What follows belongs to an exercise in optimizing a design on an open flow for small area, a short achievable clock period and few clock cycles per item; a production flow would make more cautious choices.
Where RTL was checked, it was by simulation tests only, not by an equivalence proof against the original.
No functional check of the RTL was part of run 2.

## flow/design.v (module list and top-level ports; edited modules follow where they fit)
// module mult_benc: 8 lines
// module mult_enc: 4 lines
// module mult_mux: 3 lines
// module mult_fa: 4 lines
// module mult_fx: 6 lines
// module mult_x2: 3 lines
// module mult_mj: 3 lines
// module mult_ha: 4 lines
// module mult_pc_nnnnt: 6 lines
// module mult_pc_nnttn: 6 lines
// module mult_pc_ttnnt: 6 lines
// module mult_pc_ttttn: 6 lines
// module mult: 1234 lines
module mult(
  input  reset,
  input  clk,
  input  [31:0] a_in,
  input  [31:0] b_in,
  input  start,
  output logic [63:0] product,
  output logic done);
  // ...
==> flow/flow/run.sh <==
#!/bin/bash
set -euo pipefail
export BUFFER_PORTS_ARGS="-buffer_cell sky130_fd_sc_hd__buf_4"
bash standard.sh > standard_flow.log 2>&1
==> flow/standard.sh <==
#!/bin/bash
# synth_recipe.tcl (not shown) runs the flow's synth.tcl, then flattens the netlist and writes it again
# the make line also repeats each setting of config.mk as NAME=value (left out here)
make -C /OpenROAD-flow-scripts/flow DESIGN_CONFIG=/design/flow/config.mk WORK_HOME=/design/flow/orfs CLKGATE_MAP_FILE= SYNTH_SCRIPT=/design/flow/synth_recipe.tcl "${@:-finish}"
==> flow/config.mk <==
export PLATFORM = sky130hd
export DESIGN_NAME = mult
export DESIGN_NICKNAME = mult
export VERILOG_FILES = /design/flow/design.v
export SDC_FILE = /design/flow/constraint.sdc
export NUM_CORES = 4
export LEC_CHECK = 0
export CAP_MARGIN = 20
export CORE_MARGIN = 2
export CORE_UTILIZATION = 60
export GPL_TIMING_DRIVEN = 0
export PLACE_DENSITY = 0.75
export SLEW_MARGIN = 20
export SYNTH_HIERARCHICAL = 1
==> flow/constraint.sdc <==
create_clock -name core_clock -period 3.5 [get_ports {clk}]
set_input_delay 0.7000 -clock core_clock [delete_from_list [all_inputs] [get_ports {clk}]]
set_output_delay 0.7000 -clock core_clock [all_outputs]
set_load 0.01 [all_outputs]
==> results.tsv, run 1 <==
metric	value	unit
outcome	no timing/DRC/antenna violations	
post_drt_via_cell_ratio	5.99	
worst_case_headroom_to_the_max_slew_limit	0.553	
hold_path_class	input pin to asynchronous set/reset pin	
insertedDiodeCount	0	
crit-reg2reg-launch	g[8]	
critPathTopFamily	buffers and inverters	
area_delta_synth_final	17.8	%
syn_area_per_cell	9.36	µm²
die_span_y	177	µm
cts_inserted_buffers	17	
dr.first_iter.drc_count	919	
antenna_left	0	
detailed_place_hpwl	39.0	mm
worstSetupEndpoint	product[47]	
non_clock_buffer_total_of_the_final_layout	267	
die-area	0.0313	mm²
setup_viol	0	
fin_crit_share	0.987	
final.signal_inverter_count	74	
fin_setup_tns	0	ns
end_kind	primary output	
clock_latency_on_the_worst_skew_pair	0.46	ns
synth.net_count	2148	
numClockSinks	168	
clock_buffers	20	
well_tap_cells	390	
grt_pass1_vias	15000	
dpl.cell_count	2440	
holdBufCountCts	0	
Testbench counts, summed over its fixed seeds: cycles 9,600, items 2,400.
==> module mult_benc, before the edit <==
module mult_benc(input x2, input x1, input x0, input e1, input e2, input en,
                 input g, output one, output two, output neg);
  logic b1, b2;
  mult_enc u_enc (.x2(x2), .x1(x1), .x0(x0), .one(b1), .two(b2));
  mult_mux u_m1 (.s(g), .a(b1), .b(e1), .y(one));
  mult_mux u_m2 (.s(g), .a(b2), .b(e2), .y(two));
  mult_mux u_m3 (.s(g), .a(x2), .b(en), .y(neg));
endmodule
==> run 2, diff against run 1 <==
--- a/flow/design.v
+++ b/flow/design.v
@@ -1,22 +1,22 @@
 module mult_benc(input x2, input x1, input x0, input e1, input e2, input en,
-                 input g, output one, output two, output neg);
+                 input s, output one, output two, output neg);
   logic b1, b2;
   mult_enc u_enc (.x2(x2), .x1(x1), .x0(x0), .one(b1), .two(b2));
-  mult_mux u_m1 (.s(g), .a(b1), .b(e1), .y(one));
-  mult_mux u_m2 (.s(g), .a(b2), .b(e2), .y(two));
-  mult_mux u_m3 (.s(g), .a(x2), .b(en), .y(neg));
+  mult_ao u_a1 (.s(s), .x(b1), .e(e1), .y(one));
+  mult_ao u_a2 (.s(s), .x(b2), .e(e2), .y(two));
+  mult_ao u_a3 (.s(s), .x(x2), .e(en), .y(neg));
 endmodule
 module mult_enc(input x2, input x1, input x0, output one, output two);
   assign one = x1 ^ x0;
   assign two = (x2 & ~x1 & ~x0) | (~x2 & x1 & x0);
 endmodule
-module mult_mux(input s, input a, input b, output y);
-  assign y = s ? b : a;
+module mult_ao(input s, input x, input e, output y);
+  assign y = e | (s & x);
 endmodule
 module mult_fa(input a, input b, input c, output s, output co);
   assign s  = a ^ b ^ c;
   assign co = (a & b) | (a & c) | (b & c);
 endmodule
 module mult_fx(input a, input b, input c, output s, output co);
   logic t;
   mult_x2 u_x0 (.a(a), .b(b), .y(t));
@@ -60,56 +60,48 @@
 module mult(
   input  reset,
   input  clk,
   input  [31:0] a_in,
   input  [31:0] b_in,
   input  start,
   output logic [63:0] product,
   output logic done);
-  logic p1, m;
-  logic [8:0] g;
+  logic p1, m, g;
   logic [63:0] s_reg, c_reg;
   logic [11:0] b_reg;                   
   logic [5:0] eone, etwo, eneg;         
   logic [5:0] none, ntwo, nneg;
   logic [5:0] ng, ns;
   logic [63:0] accs, accc;
   always_ff @(posedge clk, negedge reset)
     if (~reset) begin
       p1 <= 1'b0;
       m  <= 1'b0;
+      g  <= 1'b0;
     end else begin
-      p1 <= start & ~g[8];
-      m  <= (start & ~g[8]) | p1;
+      p1 <= start & ~g;
+      m  <= (start & ~g) | p1;
+      g  <= (start & ~g) | m;
     end
+  assign done = g & ~m;
   genvar j;
-  generate
-    for (j = 0; j <= 8; j = j + 1) begin : g_g
-      always_ff @(posedge clk, negedge reset)
-        if (~reset)
-          g[j] <= 1'b0;
-        else
-          g[j] <= (start & ~g[j]) | m;
-    end
-  endgenerate
-  assign done = g[8] & ~m;
   always_ff @(posedge clk)
     b_reg <= b_in[11:0];
   logic [12:0] nf;
   assign nf = p1 ? {b_reg, 1'b0} : b_in[23:11];
   generate
     for (j = 0; j < 6; j = j + 1) begin : g_enc
       assign none[j] = nf[2*j+1] ^ nf[2*j];
       assign ntwo[j] = (nf[2*j+2] & ~nf[2*j+1] & ~nf[2*j]) | (~nf[2*j+2] & nf[2*j+1] & nf[2*j]);
       assign nneg[j] = nf[2*j+2];
     end
   endgenerate
   always_ff @(posedge clk) begin
-    if ((start & ~g[8]) | p1) begin
+    if ((start & ~g) | p1) begin
       eone <= none;
       etwo <= ntwo;
       eneg <= nneg;
     end else begin
       eone <= 6'b0;
       etwo <= 6'b0;
       eneg <= 6'b0;
     end
@@ -123,30 +115,30 @@
   logic [32:0] pp2;
   logic [1:0] one2, two2, neg2;
   logic [32:0] pp3;
   logic [1:0] one3, two3, neg3;
   logic [32:0] pp4;
   logic [1:0] one4, two4, neg4;
   logic [32:0] pp5;
   logic [1:0] one5, two5, neg5;
-  mult_benc u_benc0_0 (.x2(sf[2]), .x1(sf[1]), .x0(sf[0]), .e1(eone[0]), .e2(etwo[0]), .en(eneg[0]), .g(g[8]), .one(one0[0]), .two(two0[0]), .neg(neg0[0]));
-  mult_benc u_benc0_1 (.x2(sf[2]), .x1(sf[1]), .x0(sf[0]), .e1(eone[0]), .e2(etwo[0]), .en(eneg[0]), .g(g[8]), .one(one0[1]), .two(two0[1]), .neg(neg0[1]));
+  mult_benc u_benc0_0 (.x2(sf[2]), .x1(sf[1]), .x0(sf[0]), .e1(eone[0]), .e2(etwo[0]), .en(eneg[0]), .s(start), .one(one0[0]), .two(two0[0]), .neg(neg0[0]));
+  mult_benc u_benc0_1 (.x2(sf[2]), .x1(sf[1]), .x0(sf[0]), .e1(eone[0]), .e2(etwo[0]), .en(eneg[0]), .s(start), .one(one0[1]), .two(two0[1]), .neg(neg0[1]));
   assign ng[0] = neg0[0];
   assign ns[0] = ~neg0[1];
-  mult_benc u_benc1_0 (.x2(sf[4]), .x1(sf[3]), .x0(sf[2]), .e1(eone[1]), .e2(etwo[1]), .en(eneg[1]), .g(g[8]), .one(one1[0]), .two(two1[0]), .neg(neg1[0]));
-  mult_benc u_benc1_1 (.x2(sf[4]), .x1(sf[3]), .x0(sf[2]), .e1(eone[1]), .e2(etwo[1]), .en(eneg[1]), .g(g[8]), .one(one1[1]), .two(two1[1]), .neg(neg1[1]));
+  mult_benc u_benc1_0 (.x2(sf[4]), .x1(sf[3]), .x0(sf[2]), .e1(eone[1]), .e2(etwo[1]), .en(eneg[1]), .s(start), .one(one1[0]), .two(two1[0]), .neg(neg1[0]));
+  mult_benc u_benc1_1 (.x2(sf[4]), .x1(sf[3]), .x0(sf[2]), .e1(eone[1]), .e2(etwo[1]), .en(eneg[1]), .s(start), .one(one1[1]), .two(two1[1]), .neg(neg1[1]));
   assign ng[1] = neg1[0];
   assign ns[1] = ~neg1[1];
-  mult_benc u_benc2_0 (.x2(sf[6]), .x1(sf[5]), .x0(sf[4]), .e1(eone[2]), .e2(etwo[2]), .en(eneg[2]), .g(g[8]), .one(one2[0]), .two(two2[0]), .neg(neg2[0]));
-  mult_benc u_benc2_1 (.x2(sf[6]), .x1(sf[5]), .x0(sf[4]), .e1(eone[2]), .e2(etwo[2]), .en(eneg[2]), .g(g[8]), .one(one2[1]), .two(two2[1]), .neg(neg2[1]));
+  mult_benc u_benc2_0 (.x2(sf[6]), .x1(sf[5]), .x0(sf[4]), .e1(eone[2]), .e2(etwo[2]), .en(eneg[2]), .s(start), .one(one2[0]), .two(two2[0]), .neg(neg2[0]));
+  mult_benc u_benc2_1 (.x2(sf[6]), .x1(sf[5]), .x0(sf[4]), .e1(eone[2]), .e2(etwo[2]), .en(eneg[2]), .s(start), .one(one2[1]), .two(two2[1]), .neg(neg2[1]));
   assign ng[2] = neg2[0];
   assign ns[2] = ~neg2[1];
-  mult_benc u_benc3_0 (.x2(sf[8]), .x1(sf[7]), .x0(sf[6]), .e1(eone[3]), .e2(etwo[3]), .en(eneg[3]), .g(g[8]), .one(one3[0]), .two(two3[0]), .neg(neg3[0]));
-  mult_benc u_benc3_1 (.x2(sf[8]), .x1(sf[7]), .x0(sf[6]), .e1(eone[3]), .e2(etwo[3]), .en(eneg[3]), .g(g[8]), .one(one3[1]), .two(two3[1]), .neg(neg3[1]));
+  mult_benc u_benc3_0 (.x2(sf[8]), .x1(sf[7]), .x0(sf[6]), .e1(eone[3]), .e2(etwo[3]), .en(eneg[3]), .s(start), .one(one3[0]), .two(two3[0]), .neg(neg3[0]));
+  mult_benc u_benc3_1 (.x2(sf[8]), .x1(sf[7]), .x0(sf[6]), .e1(eone[3]), .e2(etwo[3]), .en(eneg[3]), .s(start), .one(one3[1]), .two(two3[1]), .neg(neg3[1]));
   assign ng[3] = neg3[0];
   assign ns[3] = ~neg3[1];
   assign one4[0] = eone[4];
   assign two4[0] = etwo[4];
   assign neg4[0] = eneg[4];
   assign one4[1] = eone[4];
   assign two4[1] = etwo[4];
   assign neg4[1] = eneg[4];
@@ -173,32 +165,18 @@
   assign pp5[16:0]  = (({a_in[16:0]} & {17{one5[0]}}) | ({a_in[15:0], 1'b0} & {17{two5[0]}})) ^ {17{neg5[0]}};
   assign pp5[32:17] = (({1'b0, a_in[31:17]} & {16{one5[1]}}) | ({a_in[31:16]} & {16{two5[1]}})) ^ {16{neg5[1]}};
   logic [63:0] sh_s, sh_c, init_s;
   assign sh_s = {s_reg[51:0], 12'b0};
   assign sh_c = {c_reg[51:0], 12'b0};
   assign init_s = 64'h0000005555555600;
   logic [63:0] c_init;
   assign c_init = {24'b0, a_in & {32{b_in[31]}}, 8'b0};
-  assign accs[14:0] = g[0] ? sh_s[14:0] : init_s[14:0];
-  assign accc[14:0] = g[0] ? sh_c[14:0] : c_init[14:0];
-  assign accs[21:15] = g[1] ? sh_s[21:15] : init_s[21:15];
-  assign accc[21:15] = g[1] ? sh_c[21:15] : c_init[21:15];
-  assign accs[28:22] = g[2] ? sh_s[28:22] : init_s[28:22];
-  assign accc[28:22] = g[2] ? sh_c[28:22] : c_init[28:22];
-  assign accs[35:29] = g[3] ? sh_s[35:29] : init_s[35:29];
-  assign accc[35:29] = g[3] ? sh_c[35:29] : c_init[35:29];
-  assign accs[42:36] = g[4] ? sh_s[42:36] : init_s[42:36];
-  assign accc[42:36] = g[4] ? sh_c[42:36] : c_init[42:36];
-  assign accs[49:43] = g[5] ? sh_s[49:43] : init_s[49:43];
-  assign accc[49:43] = g[5] ? sh_c[49:43] : c_init[49:43];
-  assign accs[56:50] = g[6] ? sh_s[56:50] : init_s[56:50];
-  assign accc[56:50] = g[6] ? sh_c[56:50] : c_init[56:50];
-  assign accs[63:57] = g[7] ? sh_s[63:57] : init_s[63:57];
-  assign accc[63:57] = g[7] ? sh_c[63:57] : c_init[63:57];
+  assign accs = start ? init_s : sh_s;
+  assign accc = start ? c_init : sh_c;
   logic t1, t2;
   logic t3, t4;
   logic t5, t6;
   logic t7, t8;
   logic t9, t10;
   logic t11, t12;
   logic t13, t14;
   logic t15, t16;
@@ -426,208 +404,208 @@
   mult_ha u_t4 (.a(pp0[5]), .b(pp1[3]), .s(t9), .co(t10));
   mult_fa u_t5 (.a(pp2[1]), .b(t6), .c(t9), .s(t11), .co(t12));
   mult_ha u_t6 (.a(ng[3]), .b(pp0[6]), .s(t13), .co(t14));
   mult_fa u_t7 (.a(pp1[4]), .b(pp2[2]), .c(pp3[0]), .s(t15), .co(t16));
   mult_fa u_t8 (.a(t10), .b(t13), .c(t15), .s(t17), .co(t18));
   mult_ha u_t9 (.a(pp0[7]), .b(pp1[5]), .s(t19), .co(t20));
   mult_fa u_t10 (.a(pp2[3]), .b(pp3[1]), .c(t14), .s(t21), .co(t22));
   mult_fa u_t11 (.a(t19), .b(t16), .c(t21), .s(t23), .co(t24));
-  mult_fa u_t12 (.a(ng[4]), .b(accc[8]), .c(pp4[0]), .s(t25), .co(t26));
+  mult_fx u_t12 (.a(ng[4]), .b(pp4[0]), .c(accc[8]), .s(t25), .co(t26));
   mult_fa u_t13 (.a(t25), .b(pp0[8]), .c(pp1[6]), .s(t27), .co(t28));
   mult_fa u_t14 (.a(pp2[4]), .b(pp3[2]), .c(t20), .s(t29), .co(t30));
   mult_fa u_t15 (.a(t27), .b(t29), .c(t22), .s(t31), .co(t32));
-  mult_ha u_t16 (.a(accs[9]), .b(accc[9]), .s(t33), .co(t34));
-  mult_fa u_t17 (.a(pp4[1]), .b(t33), .c(t26), .s(t35), .co(t36));
-  mult_fa u_t18 (.a(pp0[9]), .b(pp1[7]), .c(pp2[5]), .s(t37), .co(t38));
-  mult_fx u_t19 (.a(pp3[3]), .b(t35), .c(t28), .s(t39), .co(t40));
-  mult_fa u_t20 (.a(t37), .b(t39), .c(t30), .s(t41), .co(t42));
-  mult_fa u_t21 (.a(accs[10]), .b(ng[5]), .c(accc[10]), .s(t43), .co(t44));
-  mult_fx u_t22 (.a(pp4[2]), .b(pp5[0]), .c(t34), .s(t45), .co(t46));
-  mult_fa u_t23 (.a(t43), .b(t45), .c(pp0[10]), .s(t47), .co(t48));
-  mult_fa u_t24 (.a(pp1[8]), .b(pp2[6]), .c(pp3[4]), .s(t49), .co(t50));
-  mult_fx u_t25 (.a(t36), .b(t47), .c(t38), .s(t51), .co(t52));
-  mult_fx u_t26 (.a(t49), .b(t51), .c(t40), .s(t53), .co(t54));
-  mult_ha u_t27 (.a(accc[11]), .b(pp4[3]), .s(t55), .co(t56));
-  mult_fa u_t28 (.a(pp5[1]), .b(t55), .c(t44), .s(t57), .co(t58));
+  mult_ha u_t16 (.a(pp4[1]), .b(accs[9]), .s(t33), .co(t34));
+  mult_fa u_t17 (.a(accc[9]), .b(t33), .c(pp0[9]), .s(t35), .co(t36));
+  mult_fa u_t18 (.a(pp1[7]), .b(pp2[5]), .c(pp3[3]), .s(t37), .co(t38));
+  mult_fx u_t19 (.a(t26), .b(t35), .c(t28), .s(t39), .co(t40));
+  mult_fa u_t20 (.a(t37), .b(t30), .c(t39), .s(t41), .co(t42));
+  mult_fa u_t21 (.a(ng[5]), .b(pp4[2]), .c(pp5[0]), .s(t43), .co(t44));
+  mult_fx u_t22 (.a(accs[10]), .b(accc[10]), .c(t43), .s(t45), .co(t46));
+  mult_fa u_t23 (.a(t34), .b(pp0[10]), .c(pp1[8]), .s(t47), .co(t48));
+  mult_fa u_t24 (.a(pp2[6]), .b(pp3[4]), .c(t45), .s(t49), .co(t50));
+  mult_fx u_t25 (.a(t36), .b(t38), .c(t47), .s(t51), .co(t52));
+  mult_fa u_t26 (.a(t49), .b(t40), .c(t51), .s(t53), .co(t54));
+  mult_ha u_t27 (.a(pp4[3]), .b(pp5[1]), .s(t55), .co(t56));
+  mult_fa u_t28 (.a(accc[11]), .b(t55), .c(t44), .s(t57), .co(t58));
   mult_fa u_t29 (.a(pp0[11]), .b(pp1[9]), .c(pp2[7]), .s(t59), .co(t60));
-  mult_fa u_t30 (.a(pp3[5]), .b(t46), .c(t57), .s(t61), .co(t62));
-  mult_fx u_t31 (.a(t48), .b(t50), .c(t59), .s(t63), .co(t64));
-  mult_fx u_t32 (.a(t61), .b(t52), .c(t63), .s(t65), .co(t66));
-  mult_fx u_t33 (.a(accs[12]), .b(accc[12]), .c(pp4[4]), .s(t67), .co(t68));
-  mult_fx u_t34 (.a(pp5[2]), .b(t56), .c(t67), .s(t69), .co(t70));
+  mult_fa u_t30 (.a(pp3[5]), .b(t57), .c(t46), .s(t61), .co(t62));
+  mult_fx u_t31 (.a(t48), .b(t59), .c(t50), .s(t63), .co(t64));
+  mult_fa u_t32 (.a(t61), .b(t52), .c(t63), .s(t65), .co(t66));
+  mult_fx u_t33 (.a(pp4[4]), .b(pp5[2]), .c(accs[12]), .s(t67), .co(t68));
+  mult_fx u_t34 (.a(accc[12]), .b(t56), .c(t67), .s(t69), .co(t70));
   mult_fa u_t35 (.a(pp0[12]), .b(pp1[10]), .c(pp2[8]), .s(t71), .co(t72));
   mult_fx u_t36 (.a(pp3[6]), .b(t69), .c(t58), .s(t73), .co(t74));
   mult_fx u_t37 (.a(t60), .b(t71), .c(t73), .s(t75), .co(t76));
-  mult_fx u_t38 (.a(t62), .b(t64), .c(t75), .s(t77), .co(t78));
-  mult_fx u_t39 (.a(accs[13]), .b(accc[13]), .c(pp4[5]), .s(t79), .co(t80));
-  mult_fx u_t40 (.a(pp5[3]), .b(t79), .c(t68), .s(t81), .co(t82));
-  mult_fa u_t41 (.a(pp0[13]), .b(pp1[11]), .c(pp2[9]), .s(t83), .co(t84));
-  mult_fa u_t42 (.a(pp3[7]), .b(t70), .c(t81), .s(t85), .co(t86));
+  mult_fx u_t38 (.a(t62), .b(t75), .c(t64), .s(t77), .co(t78));
+  mult_fx u_t39 (.a(pp4[5]), .b(pp5[3]), .c(accs[13]), .s(t79), .co(t80));
+  mult_fx u_t40 (.a(accc[13]), .b(t79), .c(pp0[13]), .s(t81), .co(t82));
+  mult_fa u_t41 (.a(pp1[11]), .b(pp2[9]), .c(pp3[7]), .s(t83), .co(t84));
+  mult_fa u_t42 (.a(t68), .b(t70), .c(t81), .s(t85), .co(t86));
   mult_fx u_t43 (.a(t72), .b(t83), .c(t74), .s(t87), .co(t88));
-  mult_fx u_t44 (.a(t85), .b(t87), .c(t76), .s(t89), .co(t90));
-  mult_fx u_t45 (.a(accs[14]), .b(accc[14]), .c(pp4[6]), .s(t91), .co(t92));
-  mult_fa u_t46 (.a(pp5[4]), .b(t91), .c(t80), .s(t93), .co(t94));
-  mult_fa u_t47 (.a(pp0[14]), .b(pp1[12]), .c(pp2[10]), .s(t95), .co(t96));
-  mult_fa u_t48 (.a(pp3[8]), .b(t93), .c(t82), .s(t97), .co(t98));
+  mult_fa u_t44 (.a(t85), .b(t87), .c(t76), .s(t89), .co(t90));
+  mult_fx u_t45 (.a(pp4[6]), .b(pp5[4]), .c(accs[14]), .s(t91), .co(t92));
+  mult_fa u_t46 (.a(accc[14]), .b(t91), .c(pp0[14]), .s(t93), .co(t94));
+  mult_fa u_t47 (.a(pp1[12]), .b(pp2[10]), .c(pp3[8]), .s(t95), .co(t96));
+  mult_fa u_t48 (.a(t80), .b(t93), .c(t82), .s(t97), .co(t98));
   mult_fx u_t49 (.a(t84), .b(t95), .c(t86), .s(t99), .co(t100));
   mult_fx u_t50 (.a(t97), .b(t99), .c(t88), .s(t101), .co(t102));
-  mult_fx u_t51 (.a(accs[15]), .b(accc[15]), .c(pp4[7]), .s(t103), .co(t104));
-  mult_fx u_t52 (.a(pp5[5]), .b(t103), .c(t92), .s(t105), .co(t106));
-  mult_fa u_t53 (.a(pp0[15]), .b(pp1[13]), .c(pp2[11]), .s(t107), .co(t108));
-  mult_fx u_t54 (.a(pp3[9]), .b(t105), .c(t94), .s(t109), .co(t110));
+  mult_fx u_t51 (.a(pp4[7]), .b(pp5[5]), .c(accs[15]), .s(t103), .co(t104));
+  mult_fx u_t52 (.a(accc[15]), .b(t103), .c(pp0[15]), .s(t105), .co(t106));
+  mult_fa u_t53 (.a(pp1[13]), .b(pp2[11]), .c(pp3[9]), .s(t107), .co(t108));
+  mult_fx u_t54 (.a(t92), .b(t105), .c(t94), .s(t109), .co(t110));
   mult_fx u_t55 (.a(t96), .b(t107), .c(t109), .s(t111), .co(t112));
   mult_fx u_t56 (.a(t98), .b(t111), .c(t100), .s(t113), .co(t114));
-  mult_fx u_t57 (.a(accs[16]), .b(accc[16]), .c(pp4[8]), .s(t115), .co(t116));
-  mult_fx u_t58 (.a(pp5[6]), .b(t115), .c(t104), .s(t117), .co(t118));
-  mult_fa u_t59 (.a(pp0[16]), .b(pp1[14]), .c(pp2[12]), .s(t119), .co(t120));
-  mult_fx u_t60 (.a(pp3[10]), .b(t117), .c(t106), .s(t121), .co(t122));
+  mult_fx u_t57 (.a(pp4[8]), .b(pp5[6]), .c(accs[16]), .s(t115), .co(t116));
+  mult_fx u_t58 (.a(accc[16]), .b(t115), .c(pp0[16]), .s(t117), .co(t118));
+  mult_fa u_t59 (.a(pp1[14]), .b(pp2[12]), .c(pp3[10]), .s(t119), .co(t120));
+  mult_fx u_t60 (.a(t104), .b(t117), .c(t106), .s(t121), .co(t122));
   mult_fx u_t61 (.a(t108), .b(t119), .c(t121), .s(t123), .co(t124));
   mult_fx u_t62 (.a(t110), .b(t123), .c(t112), .s(t125), .co(t126));
-  mult_fx u_t63 (.a(accs[17]), .b(accc[17]), .c(pp4[9]), .s(t127), .co(t128));
-  mult_fx u_t64 (.a(pp5[7]), .b(t127), .c(t116), .s(t129), .co(t130));
-  mult_fa u_t65 (.a(pp0[17]), .b(pp1[15]), .c(pp2[13]), .s(t131), .co(t132));
-  mult_fx u_t66 (.a(pp3[11]), .b(t129), .c(t118), .s(t133), .co(t134));
+  mult_fx u_t63 (.a(pp4[9]), .b(pp5[7]), .c(accs[17]), .s(t127), .co(t128));
+  mult_fx u_t64 (.a(accc[17]), .b(t127), .c(pp0[17]), .s(t129), .co(t130));
+  mult_fa u_t65 (.a(pp1[15]), .b(pp2[13]), .c(pp3[11]), .s(t131), .co(t132));
+  mult_fx u_t66 (.a(t116), .b(t129), .c(t118), .s(t133), .co(t134));
   mult_fx u_t67 (.a(t120), .b(t131), .c(t133), .s(t135), .co(t136));
   mult_fx u_t68 (.a(t122), .b(t135), .c(t124), .s(t137), .co(t138));
-  mult_fx u_t69 (.a(accs[18]), .b(accc[18]), .c(pp4[10]), .s(t139), .co(t140));
-  mult_fx u_t70 (.a(pp5[8]), .b(t139), .c(t128), .s(t141), .co(t142));
-  mult_fa u_t71 (.a(pp0[18]), .b(pp1[16]), .c(pp2[14]), .s(t143), .co(t144));
-  mult_fx u_t72 (.a(pp3[12]), .b(t141), .c(t130), .s(t145), .co(t146));
+  mult_fx u_t69 (.a(pp4[10]), .b(pp5[8]), .c(accs[18]), .s(t139), .co(t140));
+  mult_fx u_t70 (.a(accc[18]), .b(t139), .c(pp0[18]), .s(t141), .co(t142));
+  mult_fa u_t71 (.a(pp1[16]), .b(pp2[14]), .c(pp3[12]), .s(t143), .co(t144));
+  mult_fx u_t72 (.a(t128), .b(t141), .c(t130), .s(t145), .co(t146));
   mult_fx u_t73 (.a(t132), .b(t143), .c(t145), .s(t147), .co(t148));
   mult_fx u_t74 (.a(t134), .b(t147), .c(t136), .s(t149), .co(t150));
-  mult_fx u_t75 (.a(accs[19]), .b(accc[19]), .c(pp4[11]), .s(t151), .co(t152));
-  mult_fx u_t76 (.a(pp5[9]), .b(t151), .c(t140), .s(t153), .co(t154));
-  mult_fa u_t77 (.a(pp0[19]), .b(pp1[17]), .c(pp2[15]), .s(t155), .co(t156));
-  mult_fx u_t78 (.a(pp3[13]), .b(t153), .c(t142), .s(t157), .co(t158));
+  mult_fx u_t75 (.a(pp4[11]), .b(pp5[9]), .c(accs[19]), .s(t151), .co(t152));
+  mult_fx u_t76 (.a(accc[19]), .b(t151), .c(pp0[19]), .s(t153), .co(t154));
+  mult_fa u_t77 (.a(pp1[17]), .b(pp2[15]), .c(pp3[13]), .s(t155), .co(t156));
+  mult_fx u_t78 (.a(t140), .b(t153), .c(t142), .s(t157), .co(t158));
   mult_fx u_t79 (.a(t144), .b(t155), .c(t157), .s(t159), .co(t160));
   mult_fx u_t80 (.a(t146), .b(t159), .c(t148), .s(t161), .co(t162));
-  mult_fx u_t81 (.a(accs[20]), .b(accc[20]), .c(pp4[12]), .s(t163), .co(t164));
-  mult_fx u_t82 (.a(pp5[10]), .b(t163), .c(t152), .s(t165), .co(t166));
-  mult_fa u_t83 (.a(pp0[20]), .b(pp1[18]), .c(pp2[16]), .s(t167), .co(t168));
-  mult_fx u_t84 (.a(pp3[14]), .b(t165), .c(t154), .s(t169), .co(t170));
+  mult_fx u_t81 (.a(pp4[12]), .b(pp5[10]), .c(accs[20]), .s(t163), .co(t164));
+  mult_fx u_t82 (.a(accc[20]), .b(t163), .c(pp0[20]), .s(t165), .co(t166));
+  mult_fa u_t83 (.a(pp1[18]), .b(pp2[16]), .c(pp3[14]), .s(t167), .co(t168));
+  mult_fx u_t84 (.a(t152), .b(t165), .c(t154), .s(t169), .co(t170));
   mult_fx u_t85 (.a(t156), .b(t167), .c(t169), .s(t171), .co(t172));
   mult_fx u_t86 (.a(t158), .b(t171), .c(t160), .s(t173), .co(t174));
-  mult_fx u_t87 (.a(accs[21]), .b(accc[21]), .c(pp4[13]), .s(t175), .co(t176));
-  mult_fx u_t88 (.a(pp5[11]), .b(t175), .c(t164), .s(t177), .co(t178));
-  mult_fa u_t89 (.a(pp0[21]), .b(pp1[19]), .c(pp2[17]), .s(t179), .co(t180));
-  mult_fx u_t90 (.a(pp3[15]), .b(t177), .c(t166), .s(t181), .co(t182));
+  mult_fx u_t87 (.a(pp4[13]), .b(pp5[11]), .c(accs[21]), .s(t175), .co(t176));
+  mult_fx u_t88 (.a(accc[21]), .b(t175), .c(pp0[21]), .s(t177), .co(t178));
+  mult_fa u_t89 (.a(pp1[19]), .b(pp2[17]), .c(pp3[15]), .s(t179), .co(t180));
+  mult_fx u_t90 (.a(t164), .b(t177), .c(t166), .s(t181), .co(t182));
   mult_fx u_t91 (.a(t168), .b(t179), .c(t181), .s(t183), .co(t184));
   mult_fx u_t92 (.a(t170), .b(t183), .c(t172), .s(t185), .co(t186));
-  mult_fx u_t93 (.a(accs[22]), .b(accc[22]), .c(pp4[14]), .s(t187), .co(t188));
-  mult_fx u_t94 (.a(pp5[12]), .b(t187), .c(t176), .s(t189), .co(t190));
-  mult_fa u_t95 (.a(pp0[22]), .b(pp1[20]), .c(pp2[18]), .s(t191), .co(t192));
-  mult_fx u_t96 (.a(pp3[16]), .b(t189), .c(t178), .s(t193), .co(t194));
+  mult_fx u_t93 (.a(pp4[14]), .b(pp5[12]), .c(accs[22]), .s(t187), .co(t188));
+  mult_fx u_t94 (.a(accc[22]), .b(t187), .c(pp0[22]), .s(t189), .co(t190));
+  mult_fa u_t95 (.a(pp1[20]), .b(pp2[18]), .c(pp3[16]), .s(t191), .co(t192));
+  mult_fx u_t96 (.a(t176), .b(t189), .c(t178), .s(t193), .co(t194));
   mult_fx u_t97 (.a(t180), .b(t191), .c(t193), .s(t195), .co(t196));
   mult_fx u_t98 (.a(t182), .b(t195), .c(t184), .s(t197), .co(t198));
-  mult_fx u_t99 (.a(accs[23]), .b(accc[23]), .c(pp4[15]), .s(t199), .co(t200));
-  mult_fx u_t100 (.a(pp5[13]), .b(t199), .c(t188), .s(t201), .co(t202));
-  mult_fa u_t101 (.a(pp0[23]), .b(pp1[21]), .c(pp2[19]), .s(t203), .co(t204));
-  mult_fx u_t102 (.a(pp3[17]), .b(t201), .c(t190), .s(t205), .co(t206));
+  mult_fx u_t99 (.a(pp4[15]), .b(pp5[13]), .c(accs[23]), .s(t199), .co(t200));
+  mult_fx u_t100 (.a(accc[23]), .b(t199), .c(pp0[23]), .s(t201), .co(t202));
+  mult_fa u_t101 (.a(pp1[21]), .b(pp2[19]), .c(pp3[17]), .s(t203), .co(t204));
+  mult_fx u_t102 (.a(t188), .b(t201), .c(t190), .s(t205), .co(t206));
   mult_fx u_t103 (.a(t192), .b(t203), .c(t205), .s(t207), .co(t208));
   mult_fx u_t104 (.a(t194), .b(t207), .c(t196), .s(t209), .co(t210));
-  mult_fx u_t105 (.a(accs[24]), .b(accc[24]), .c(pp4[16]), .s(t211), .co(t212));
-  mult_fx u_t106 (.a(pp5[14]), .b(t211), .c(t200), .s(t213), .co(t214));
-  mult_fa u_t107 (.a(pp0[24]), .b(pp1[22]), .c(pp2[20]), .s(t215), .co(t216));
-  mult_fx u_t108 (.a(pp3[18]), .b(t213), .c(t202), .s(t217), .co(t218));
+  mult_fx u_t105 (.a(pp4[16]), .b(pp5[14]), .c(accs[24]), .s(t211), .co(t212));
+  mult_fx u_t106 (.a(accc[24]), .b(t211), .c(pp0[24]), .s(t213), .co(t214));
+  mult_fa u_t107 (.a(pp1[22]), .b(pp2[20]), .c(pp3[18]), .s(t215), .co(t216));
+  mult_fx u_t108 (.a(t200), .b(t213), .c(t202), .s(t217), .co(t218));
   mult_fx u_t109 (.a(t204), .b(t215), .c(t217), .s(t219), .co(t220));
   mult_fx u_t110 (.a(t206), .b(t219), .c(t208), .s(t221), .co(t222));
-  mult_fx u_t111 (.a(accs[25]), .b(accc[25]), .c(pp4[17]), .s(t223), .co(t224));
-  mult_fx u_t112 (.a(pp5[15]), .b(t223), .c(t212), .s(t225), .co(t226));
-  mult_fa u_t113 (.a(pp0[25]), .b(pp1[23]), .c(pp2[21]), .s(t227), .co(t228));
-  mult_fx u_t114 (.a(pp3[19]), .b(t225), .c(t214), .s(t229), .co(t230));
+  mult_fx u_t111 (.a(pp4[17]), .b(pp5[15]), .c(accs[25]), .s(t223), .co(t224));
+  mult_fx u_t112 (.a(accc[25]), .b(t223), .c(pp0[25]), .s(t225), .co(t226));
+  mult_fa u_t113 (.a(pp1[23]), .b(pp2[21]), .c(pp3[19]), .s(t227), .co(t228));
+  mult_fx u_t114 (.a(t212), .b(t225), .c(t214), .s(t229), .co(t230));
   mult_fx u_t115 (.a(t216), .b(t227), .c(t229), .s(t231), .co(t232));
   mult_fx u_t116 (.a(t218), .b(t231), .c(t220), .s(t233), .co(t234));
-  mult_fx u_t117 (.a(accs[26]), .b(accc[26]), .c(pp4[18]), .s(t235), .co(t236));
-  mult_fx u_t118 (.a(pp5[16]), .b(t235), .c(t224), .s(t237), .co(t238));
-  mult_fa u_t119 (.a(pp0[26]), .b(pp1[24]), .c(pp2[22]), .s(t239), .co(t240));
-  mult_fx u_t120 (.a(pp3[20]), .b(t237), .c(t226), .s(t241), .co(t242));
+  mult_fx u_t117 (.a(pp4[18]), .b(pp5[16]), .c(accs[26]), .s(t235), .co(t236));
+  mult_fx u_t118 (.a(accc[26]), .b(t235), .c(pp0[26]), .s(t237), .co(t238));
+  mult_fa u_t119 (.a(pp1[24]), .b(pp2[22]), .c(pp3[20]), .s(t239), .co(t240));
+  mult_fx u_t120 (.a(t224), .b(t237), .c(t226), .s(t241), .co(t242));
   mult_fx u_t121 (.a(t228), .b(t239), .c(t241), .s(t243), .co(t244));
   mult_fx u_t122 (.a(t230), .b(t243), .c(t232), .s(t245), .co(t246));
-  mult_fx u_t123 (.a(accs[27]), .b(accc[27]), .c(pp4[19]), .s(t247), .co(t248));
-  mult_fx u_t124 (.a(pp5[17]), .b(t247), .c(t236), .s(t249), .co(t250));
-  mult_fa u_t125 (.a(pp0[27]), .b(pp1[25]), .c(pp2[23]), .s(t251), .co(t252));
-  mult_fx u_t126 (.a(pp3[21]), .b(t249), .c(t238), .s(t253), .co(t254));
+  mult_fx u_t123 (.a(pp4[19]), .b(pp5[17]), .c(accs[27]), .s(t247), .co(t248));
+  mult_fx u_t124 (.a(accc[27]), .b(t247), .c(pp0[27]), .s(t249), .co(t250));
+  mult_fa u_t125 (.a(pp1[25]), .b(pp2[23]), .c(pp3[21]), .s(t251), .co(t252));
+  mult_fx u_t126 (.a(t236), .b(t249), .c(t238), .s(t253), .co(t254));
   mult_fx u_t127 (.a(t240), .b(t251), .c(t253), .s(t255), .co(t256));
   mult_fx u_t128 (.a(t242), .b(t255), .c(t244), .s(t257), .co(t258));
-  mult_fx u_t129 (.a(accs[28]), .b(accc[28]), .c(pp4[20]), .s(t259), .co(t260));
-  mult_fx u_t130 (.a(pp5[18]), .b(t259), .c(t248), .s(t261), .co(t262));
-  mult_fa u_t131 (.a(pp0[28]), .b(pp1[26]), .c(pp2[24]), .s(t263), .co(t264));
-  mult_fx u_t132 (.a(pp3[22]), .b(t261), .c(t250), .s(t265), .co(t266));
+  mult_fx u_t129 (.a(pp4[20]), .b(pp5[18]), .c(accs[28]), .s(t259), .co(t260));
+  mult_fx u_t130 (.a(accc[28]), .b(t259), .c(pp0[28]), .s(t261), .co(t262));
+  mult_fa u_t131 (.a(pp1[26]), .b(pp2[24]), .c(pp3[22]), .s(t263), .co(t264));
+  mult_fx u_t132 (.a(t248), .b(t261), .c(t250), .s(t265), .co(t266));
   mult_fx u_t133 (.a(t252), .b(t263), .c(t265), .s(t267), .co(t268));
   mult_fx u_t134 (.a(t254), .b(t267), .c(t256), .s(t269), .co(t270));
-  mult_fx u_t135 (.a(accs[29]), .b(accc[29]), .c(pp4[21]), .s(t271), .co(t272));
-  mult_fx u_t136 (.a(pp5[19]), .b(t271), .c(t260), .s(t273), .co(t274));
-  mult_fa u_t137 (.a(pp0[29]), .b(pp1[27]), .c(pp2[25]), .s(t275), .co(t276));
-  mult_fx u_t138 (.a(pp3[23]), .b(t273), .c(t262), .s(t277), .co(t278));
+  mult_fx u_t135 (.a(pp4[21]), .b(pp5[19]), .c(accs[29]), .s(t271), .co(t272));
+  mult_fx u_t136 (.a(accc[29]), .b(t271), .c(pp0[29]), .s(t273), .co(t274));
+  mult_fa u_t137 (.a(pp1[27]), .b(pp2[25]), .c(pp3[23]), .s(t275), .co(t276));
+  mult_fx u_t138 (.a(t260), .b(t273), .c(t262), .s(t277), .co(t278));
   mult_fx u_t139 (.a(t264), .b(t275), .c(t277), .s(t279), .co(t280));
   mult_fx u_t140 (.a(t266), .b(t279), .c(t268), .s(t281), .co(t282));
-  mult_fx u_t141 (.a(accs[30]), .b(accc[30]), .c(pp4[22]), .s(t283), .co(t284));
-  mult_fx u_t142 (.a(pp5[20]), .b(t283), .c(t272), .s(t285), .co(t286));
-  mult_fa u_t143 (.a(pp0[30]), .b(pp1[28]), .c(pp2[26]), .s(t287), .co(t288));
-  mult_fx u_t144 (.a(pp3[24]), .b(t285), .c(t274), .s(t289), .co(t290));
+  mult_fx u_t141 (.a(pp4[22]), .b(pp5[20]), .c(accs[30]), .s(t283), .co(t284));
+  mult_fx u_t142 (.a(accc[30]), .b(t283), .c(pp0[30]), .s(t285), .co(t286));
+  mult_fa u_t143 (.a(pp1[28]), .b(pp2[26]), .c(pp3[24]), .s(t287), .co(t288));
+  mult_fx u_t144 (.a(t272), .b(t285), .c(t274), .s(t289), .co(t290));
   mult_fx u_t145 (.a(t276), .b(t287), .c(t289), .s(t291), .co(t292));
   mult_fx u_t146 (.a(t278), .b(t291), .c(t280), .s(t293), .co(t294));
-  mult_fx u_t147 (.a(accs[31]), .b(accc[31]), .c(pp4[23]), .s(t295), .co(t296));
-  mult_fx u_t148 (.a(pp5[21]), .b(t295), .c(t284), .s(t297), .co(t298));
-  mult_fa u_t149 (.a(pp0[31]), .b(pp1[29]), .c(pp2[27]), .s(t299), .co(t300));
-  mult_fx u_t150 (.a(pp3[25]), .b(t297), .c(t286), .s(t301), .co(t302));
+  mult_fx u_t147 (.a(pp4[23]), .b(pp5[21]), .c(accs[31]), .s(t295), .co(t296));
+  mult_fx u_t148 (.a(accc[31]), .b(t295), .c(pp0[31]), .s(t297), .co(t298));
+  mult_fa u_t149 (.a(pp1[29]), .b(pp2[27]), .c(pp3[25]), .s(t299), .co(t300));
+  mult_fx u_t150 (.a(t284), .b(t297), .c(t286), .s(t301), .co(t302));
   mult_fx u_t151 (.a(t288), .b(t299), .c(t301), .s(t303), .co(t304));
   mult_fx u_t152 (.a(t290), .b(t303), .c(t292), .s(t305), .co(t306));
-  mult_fx u_t153 (.a(accs[32]), .b(accc[32]), .c(pp4[24]), .s(t307), .co(t308));
-  mult_fx u_t154 (.a(pp5[22]), .b(t307), .c(t296), .s(t309), .co(t310));
-  mult_fa u_t155 (.a(pp0[32]), .b(pp1[30]), .c(pp2[28]), .s(t311), .co(t312));
-  mult_fx u_t156 (.a(pp3[26]), .b(t309), .c(t298), .s(t313), .co(t314));
+  mult_fx u_t153 (.a(pp4[24]), .b(pp5[22]), .c(accs[32]), .s(t307), .co(t308));
+  mult_fx u_t154 (.a(accc[32]), .b(t307), .c(pp0[32]), .s(t309), .co(t310));
+  mult_fa u_t155 (.a(pp1[30]), .b(pp2[28]), .c(pp3[26]), .s(t311), .co(t312));
+  mult_fx u_t156 (.a(t296), .b(t309), .c(t298), .s(t313), .co(t314));
   mult_fx u_t157 (.a(t300), .b(t311), .c(t313), .s(t315), .co(t316));
   mult_fx u_t158 (.a(t302), .b(t315), .c(t304), .s(t317), .co(t318));
-  mult_fa u_t159 (.a(accs[33]), .b(ns[0]), .c(accc[33]), .s(t319), .co(t320));
-  mult_fx u_t160 (.a(pp4[25]), .b(pp5[23]), .c(t319), .s(t321), .co(t322));
-  mult_fx u_t161 (.a(t308), .b(t321), .c(pp1[31]), .s(t323), .co(t324));
-  mult_fx u_t162 (.a(pp2[29]), .b(pp3[27]), .c(t310), .s(t325), .co(t326));
-  mult_fx u_t163 (.a(t323), .b(t312), .c(t325), .s(t327), .co(t328));
+  mult_fa u_t159 (.a(ns[0]), .b(pp4[25]), .c(pp5[23]), .s(t319), .co(t320));
+  mult_fx u_t160 (.a(accs[33]), .b(accc[33]), .c(t319), .s(t321), .co(t322));
+  mult_fa u_t161 (.a(pp1[31]), .b(pp2[29]), .c(pp3[27]), .s(t323), .co(t324));
+  mult_fx u_t162 (.a(t308), .b(t321), .c(t310), .s(t325), .co(t326));
+  mult_fx u_t163 (.a(t312), .b(t323), .c(t325), .s(t327), .co(t328));
   mult_fx u_t164 (.a(t314), .b(t327), .c(t316), .s(t329), .co(t330));
-  mult_ha u_t165 (.a(accs[34]), .b(accc[34]), .s(t331), .co(t332));
-  mult_fx u_t166 (.a(pp4[26]), .b(pp5[24]), .c(t331), .s(t333), .co(t334));
-  mult_fa u_t167 (.a(t320), .b(t333), .c(pp1[32]), .s(t335), .co(t336));
-  mult_fx u_t168 (.a(pp2[30]), .b(pp3[28]), .c(t322), .s(t337), .co(t338));
-  mult_fx u_t169 (.a(t335), .b(t324), .c(t337), .s(t339), .co(t340));
+  mult_ha u_t165 (.a(pp4[26]), .b(pp5[24]), .s(t331), .co(t332));
+  mult_fa u_t166 (.a(accs[34]), .b(accc[34]), .c(t331), .s(t333), .co(t334));
+  mult_fa u_t167 (.a(t320), .b(pp1[32]), .c(pp2[30]), .s(t335), .co(t336));
+  mult_fx u_t168 (.a(pp3[28]), .b(t333), .c(t322), .s(t337), .co(t338));
+  mult_fx u_t169 (.a(t324), .b(t335), .c(t337), .s(t339), .co(t340));
   mult_fx u_t170 (.a(t326), .b(t339), .c(t328), .s(t341), .co(t342));
-  mult_ha u_t171 (.a(accs[35]), .b(ns[1]), .s(t343), .co(t344));
-  mult_fa u_t172 (.a(accc[35]), .b(pp4[27]), .c(pp5[25]), .s(t345), .co(t346));
-  mult_fx u_t173 (.a(t332), .b(t343), .c(t345), .s(t347), .co(t348));
-  mult_fx u_t174 (.a(pp2[31]), .b(pp3[29]), .c(t347), .s(t349), .co(t350));
-  mult_fa u_t175 (.a(t334), .b(t336), .c(t349), .s(t351), .co(t352));
-  mult_fx u_t176 (.a(t338), .b(t340), .c(t351), .s(t353), .co(t354));
-  mult_fx u_t177 (.a(accs[36]), .b(accc[36]), .c(pp4[28]), .s(t355), .co(t356));
-  mult_fx u_t178 (.a(pp5[26]), .b(t344), .c(t355), .s(t357), .co(t358));
-  mult_fx u_t179 (.a(t346), .b(t357), .c(pp2[32]), .s(t359), .co(t360));
-  mult_fa u_t180 (.a(pp3[30]), .b(t348), .c(t359), .s(t361), .co(t362));
-  mult_fx u_t181 (.a(t350), .b(t361), .c(t352), .s(t363), .co(t364));
-  mult_ha u_t182 (.a(accs[37]), .b(ns[2]), .s(t365), .co(t366));
-  mult_fa u_t183 (.a(accc[37]), .b(pp4[29]), .c(pp5[27]), .s(t367), .co(t368));
-  mult_fx u_t184 (.a(t365), .b(t356), .c(t367), .s(t369), .co(t370));
-  mult_fa u_t185 (.a(pp3[31]), .b(t358), .c(t369), .s(t371), .co(t372));
+  mult_ha u_t171 (.a(ns[1]), .b(pp4[27]), .s(t343), .co(t344));
+  mult_fx u_t172 (.a(pp5[25]), .b(accs[35]), .c(accc[35]), .s(t345), .co(t346));
+  mult_fx u_t173 (.a(t332), .b(t343), .c(pp2[31]), .s(t347), .co(t348));
+  mult_fx u_t174 (.a(pp3[29]), .b(t345), .c(t334), .s(t349), .co(t350));
+  mult_fa u_t175 (.a(t347), .b(t336), .c(t349), .s(t351), .co(t352));
+  mult_fx u_t176 (.a(t338), .b(t351), .c(t340), .s(t353), .co(t354));
+  mult_fx u_t177 (.a(pp4[28]), .b(pp5[26]), .c(accs[36]), .s(t355), .co(t356));
+  mult_fa u_t178 (.a(accc[36]), .b(t344), .c(t355), .s(t357), .co(t358));
+  mult_fx u_t179 (.a(pp2[32]), .b(pp3[30]), .c(t346), .s(t359), .co(t360));
+  mult_fa u_t180 (.a(t357), .b(t348), .c(t359), .s(t361), .co(t362));
+  mult_fa u_t181 (.a(t350), .b(t361), .c(t352), .s(t363), .co(t364));
+  mult_ha u_t182 (.a(ns[2]), .b(pp4[29]), .s(t365), .co(t366));
+  mult_fa u_t183 (.a(pp5[27]), .b(accs[37]), .c(accc[37]), .s(t367), .co(t368));
+  mult_fx u_t184 (.a(t365), .b(pp3[31]), .c(t356), .s(t369), .co(t370));
+  mult_fa u_t185 (.a(t367), .b(t358), .c(t369), .s(t371), .co(t372));
   mult_fa u_t186 (.a(t360), .b(t371), .c(t362), .s(t373), .co(t374));
-  mult_fa u_t187 (.a(accs[38]), .b(accc[38]), .c(pp4[30]), .s(t375), .co(t376));
-  mult_fx u_t188 (.a(pp5[28]), .b(t366), .c(t375), .s(t377), .co(t378));
-  mult_fa u_t189 (.a(t368), .b(t377), .c(pp3[32]), .s(t379), .co(t380));
+  mult_fx u_t187 (.a(pp4[30]), .b(pp5[28]), .c(accs[38]), .s(t375), .co(t376));
+  mult_fa u_t188 (.a(accc[38]), .b(t366), .c(t375), .s(t377), .co(t378));
+  mult_fa u_t189 (.a(pp3[32]), .b(t368), .c(t377), .s(t379), .co(t380));
   mult_fa u_t190 (.a(t370), .b(t379), .c(t372), .s(t381), .co(t382));
-  mult_ha u_t191 (.a(accs[39]), .b(ns[3]), .s(t383), .co(t384));
-  mult_fa u_t192 (.a(accc[39]), .b(pp4[31]), .c(pp5[29]), .s(t385), .co(t386));
+  mult_ha u_t191 (.a(ns[3]), .b(pp4[31]), .s(t383), .co(t384));
+  mult_fa u_t192 (.a(pp5[29]), .b(accs[39]), .c(accc[39]), .s(t385), .co(t386));
   mult_fa u_t193 (.a(t383), .b(t376), .c(t385), .s(t387), .co(t388));
   mult_fa u_t194 (.a(t378), .b(t387), .c(t380), .s(t389), .co(t390));
-  mult_fa u_t195 (.a(accs[40]), .b(accc[40]), .c(pp4[32]), .s(t391), .co(t392));
-  mult_fa u_t196 (.a(pp5[30]), .b(t384), .c(t391), .s(t393), .co(t394));
+  mult_fa u_t195 (.a(pp4[32]), .b(pp5[30]), .c(accs[40]), .s(t391), .co(t392));
+  mult_fa u_t196 (.a(accc[40]), .b(t384), .c(t391), .s(t393), .co(t394));
   mult_fa u_t197 (.a(t386), .b(t393), .c(t388), .s(t395), .co(t396));
-  mult_ha u_t198 (.a(accs[41]), .b(ns[4]), .s(t397), .co(t398));
-  mult_fa u_t199 (.a(accc[41]), .b(pp5[31]), .c(t397), .s(t399), .co(t400));
+  mult_ha u_t198 (.a(ns[4]), .b(pp5[31]), .s(t397), .co(t398));
+  mult_fa u_t199 (.a(accs[41]), .b(accc[41]), .c(t397), .s(t399), .co(t400));
   mult_fa u_t200 (.a(t392), .b(t399), .c(t394), .s(t401), .co(t402));
-  mult_fa u_t201 (.a(accs[42]), .b(accc[42]), .c(pp5[32]), .s(t403), .co(t404));
+  mult_fa u_t201 (.a(pp5[32]), .b(accs[42]), .c(accc[42]), .s(t403), .co(t404));
   mult_fa u_t202 (.a(t398), .b(t403), .c(t400), .s(t405), .co(t406));
-  mult_ha u_t203 (.a(accs[43]), .b(ns[5]), .s(t407), .co(t408));
+  mult_ha u_t203 (.a(ns[5]), .b(accs[43]), .s(t407), .co(t408));
   mult_fa u_t204 (.a(accc[43]), .b(t407), .c(t404), .s(t409), .co(t410));
   mult_fa u_t205 (.a(accs[44]), .b(accc[44]), .c(t408), .s(t411), .co(t412));
   mult_ha u_t206 (.a(accs[45]), .b(accc[45]), .s(t413), .co(t414));
   mult_ha u_t207 (.a(accs[46]), .b(accc[46]), .s(t415), .co(t416));
   mult_ha u_t208 (.a(accs[47]), .b(accc[47]), .s(t417), .co(t418));
   mult_ha u_t209 (.a(accs[48]), .b(accc[48]), .s(t419), .co(t420));
   mult_ha u_t210 (.a(accs[49]), .b(accc[49]), .s(t421), .co(t422));
   mult_ha u_t211 (.a(accs[50]), .b(accc[50]), .s(t423), .co(t424));
==> flow/flow/run.sh (replaced) <==
#!/bin/bash
set -euo pipefail
export BUFFER_PORTS_ARGS="-buffer_cell sky130_fd_sc_hd__buf_2"
bash standard.sh > standard_flow.log 2>&1
==> results.tsv, run 2 <==
metric	value	unit	change
num_io_pins	132		
floorplan.initialDensity	0.611		
chip_width	175	µm	
layout_commonest_cell	sky130_fd_sc_hd__xor2_1		
routabilityCongestion	0.992		
r2r_cells	12		
tightestPinTransition	0.597	ns	
worst_setup_hold_path_clk_slew	0.08	ns	
outcome	complete, but fails checks		
routed_len_inst	20.5	µm	
path_class	flop to primary output		
track_usage	0.331		
dpl.cell_count	2445		+0.20%
post-route-min-period	3.51	ns	
setup_ws	-0.00653	ns	
worstPathRequired	2.80	ns	
critPathTopFamily	compound AO/OA/AOI/OAI gates		
worst_path_largest_cell_delay	0.40	ns	
die_span_y	175	µm	-1.2%
placeableCoreArea	0.0287	mm²	
rsz0062_at_grt	yes		
post_drt_via_cell_ratio	6.02		+0.50%
antenna_left	0		unchanged
worst_ep_arrival_time	2.81	ns	
synth_instances	1929		
fp-row-count	62		
first_pass_grt_wire_length	79.6	mm	
fin_crit_share	1.00		+0.0148
nets	2335		
yosys_warnings	7		
cts_max_path_buffers	2		
final_hold_viol_count	0		
buffer_ports.inserted	131		
critPathMaxFanout	8		
violated_checks	setup timing		
clock_skew	0.0185	ns	
dr.first_iter.drc_count	1137		+24%
cts_inserted_buffers	17		unchanged
clock_latency_on_the_worst_skew_pair	0.45	ns	about the same
drt_drc_violations_left	0		
cts_tree	built		
crit_buf_inv	3		
end_kind	primary output		
cpMaxStageDelayCell	sky130_fd_sc_hd__dfxtp_1		
clockRootBuffer	sky130_fd_sc_hd__clkbuf_16		
synth.net_count	2164		+0.74%
hold_path_class	input pin to asynchronous set/reset pin		
global_route.overflow_total	0		
crit_chain	ha_4 > a21oi_2 > o21ai_4 > a21oi_4 > o21ai_4 > a21oi_4 > buf_12 > inv_2 > a21o_1 > xor2_1 > buf_2		
worst_r2r_endpoint	c_reg[27]		
die-area	0.0306	mm²	-2.3%
most-common-layout-cells	sky130_fd_sc_hd__xor2_1 (286), sky130_fd_sc_hd__xnor2_1 (219), sky130_fd_sc_hd__a22oi_1 (186), sky130_fd_sc_hd__buf_2 (148), sky130_fd_sc_hd__dfxtp_1 (142)		
numClockSinks	160		-4.8%
largest_register_ffs	64		
h-tree-depth	4		
finalWirelength	51.1	mm	
area_delta_synth_final	16.3	%	
route.vias.total	15000		
start_kind	flop		
fmax	285	MHz	
grt_pass1_vias	15500		+3.6%
pin_count_of_the_biggest_net_entering_global_routing	33		
grt_antenna_before_repair	1		
layout.cells.non_filler	2498		
setup_viol	1		+1
timing_max_transition_violations_final	0		
netlist_area	0.0175	mm²	
fraction_of_final_layout_cells_sized_beyond_drive_strength_1	0.286		
worst_case_headroom_to_the_max_slew_limit	0.590		+0.0374
syn_area_per_cell	9.09	µm²	-2.9%
fin_setup_tns	-0.00653	ns	-0.00653 ns
max-cap-violations	0		
detailed_place_hpwl	38.9	mm	-0.42%
timing.reg2reg.setup_slack	0.17	ns	
holdBufCountCts	0		unchanged
crit-reg2reg-launch	eneg[4]		
drt-pass1-iter-count	6		
==> run 2: cell type report <==
cell class	instances	area, µm²
well taps	384	480
flip-flops and latches	160	3240
repair buffers	172	1100
multi-input cells	1560	14100
clock inverters	14	169
inverters	93	349
plain buffers	96	519
clock buffers	18	429
fillers	2268	8310
diodes	1	2.50
==> run 2: stage by stage <==
| step | util | worst slack [ns] | hold slack, ns | instance area (µm²) |
|---|---|---|---|---|
| 2_1_floorplan | - | 0.0885 | 0.404 | 17600 |
| 3_5_place_dp | 0.652 | -1.19 | 0.450 | 18700 |
| 4_1_cts | 0.697 | -0.0119 | 0.0220 | 20000 |
| 5_1_grt | 0.710 | -0.0527 | 0.0237 | 20400 |
| 3_3_place_gp | 0.651 | -1.10 | 0.432 | 18700 |
| 6_report | 0.710 | -0.00653 | 0.0364 | 20400 |
==> run 2: layer usage <==
| metal | GRT usage | vias up | share of wire | wire (µm) |
|---|---|---|---|---|
| li1 | - | 6919 | - | - |
| met1 | 0.355 | 7262 | 0.37 | 18800 |
| met2 | 0.600 | 667 | 0.50 | 25800 |
| met3 | 0.0487 | 188 | 0.060 | 3080 |
| met4 | 0.223 | 0 | 0.067 | 3440 |
| met5 | 0 | - | 0 | 0 |
==> run 2: worst max path at each step <==
stage / from / to / slack (ns) / cells after the start
6_report: s_reg[19] / product[33] / -0.007 / 11
5_1_grt: s_reg[1] / product[33] / -0.05 / 13
4_1_cts: s_reg[3] / product[35] / -0.01 / 13
3_5_place_dp: start / c_reg[13] / -1.19 / 11
3_3_place_gp: start / c_reg[13] / -1.10 / 11
2_1_floorplan: s_reg[35] / product[49] / 0.09 / 8
==> run 2: worst register-to-register path, stage by stage, from the launching register on <==
cell and delay, ns:
sky130_fd_sc_hd__dfxtp_1 0.43, sky130_fd_sc_hd__buf_4 0.26, sky130_fd_sc_hd__buf_4 0.26, sky130_fd_sc_hd__xnor2_1 0.19, sky130_fd_sc_hd__xor2_1 0.21, sky130_fd_sc_hd__xor2_1 0.27, sky130_fd_sc_hd__xor2_1 0.20, sky130_fd_sc_hd__xor2_1 0.25
sky130_fd_sc_hd__xor2_1 0.19, sky130_fd_sc_hd__xor2_1 0.34, sky130_fd_sc_hd__xor2_1 0.30, sky130_fd_sc_hd__xor2_1 0.21, sky130_fd_sc_hd__xor2_1 0.16
==> run 2: timing repair <==
action / 4_1_cts / 5_1_grt
setup buffers: 20 / 20
cloned: 2 / 0
endpoints found under the setup margin: 109 / 88
gates resized for setup: 92 / 131
pin swaps: 19 / 23

==> static timing again, ports no longer ideal <==
The results above use ideal ports. As a check the final layouts listed here were re-extracted and re-timed, cells and wires unchanged.
Step 1 sets driving cells, clkbuf_16 on the clock port and buf_2 on the other inputs (assumed; they add their load-dependent delay and slew).
Step 2 times the ports against the registers' clock, not the clock port: input delays grow and output delays shrink by t, the midpoint of the rising clock arrivals with the driver on.
a / b / c = no drivers / after step 1 / after step 2; a / b = the first two.
run	t, ns	slack for setup (ns)	hold WS [ns]	cell pins on the clock port's net
run 1	0.506	0.045 / -0.010 / -0.403	0.081 / 0.056 / 0.438	1
run 2	0.487	-0.007 / -0.054 / -0.360	0.036 / 0.013 / 0.453	1
With both steps, setup timing fails in run 1, where it was met with ideal ports. The setup slack of run 1, which loses most, moves by -0.055 ns with the drivers and by -0.448 ns with both steps.
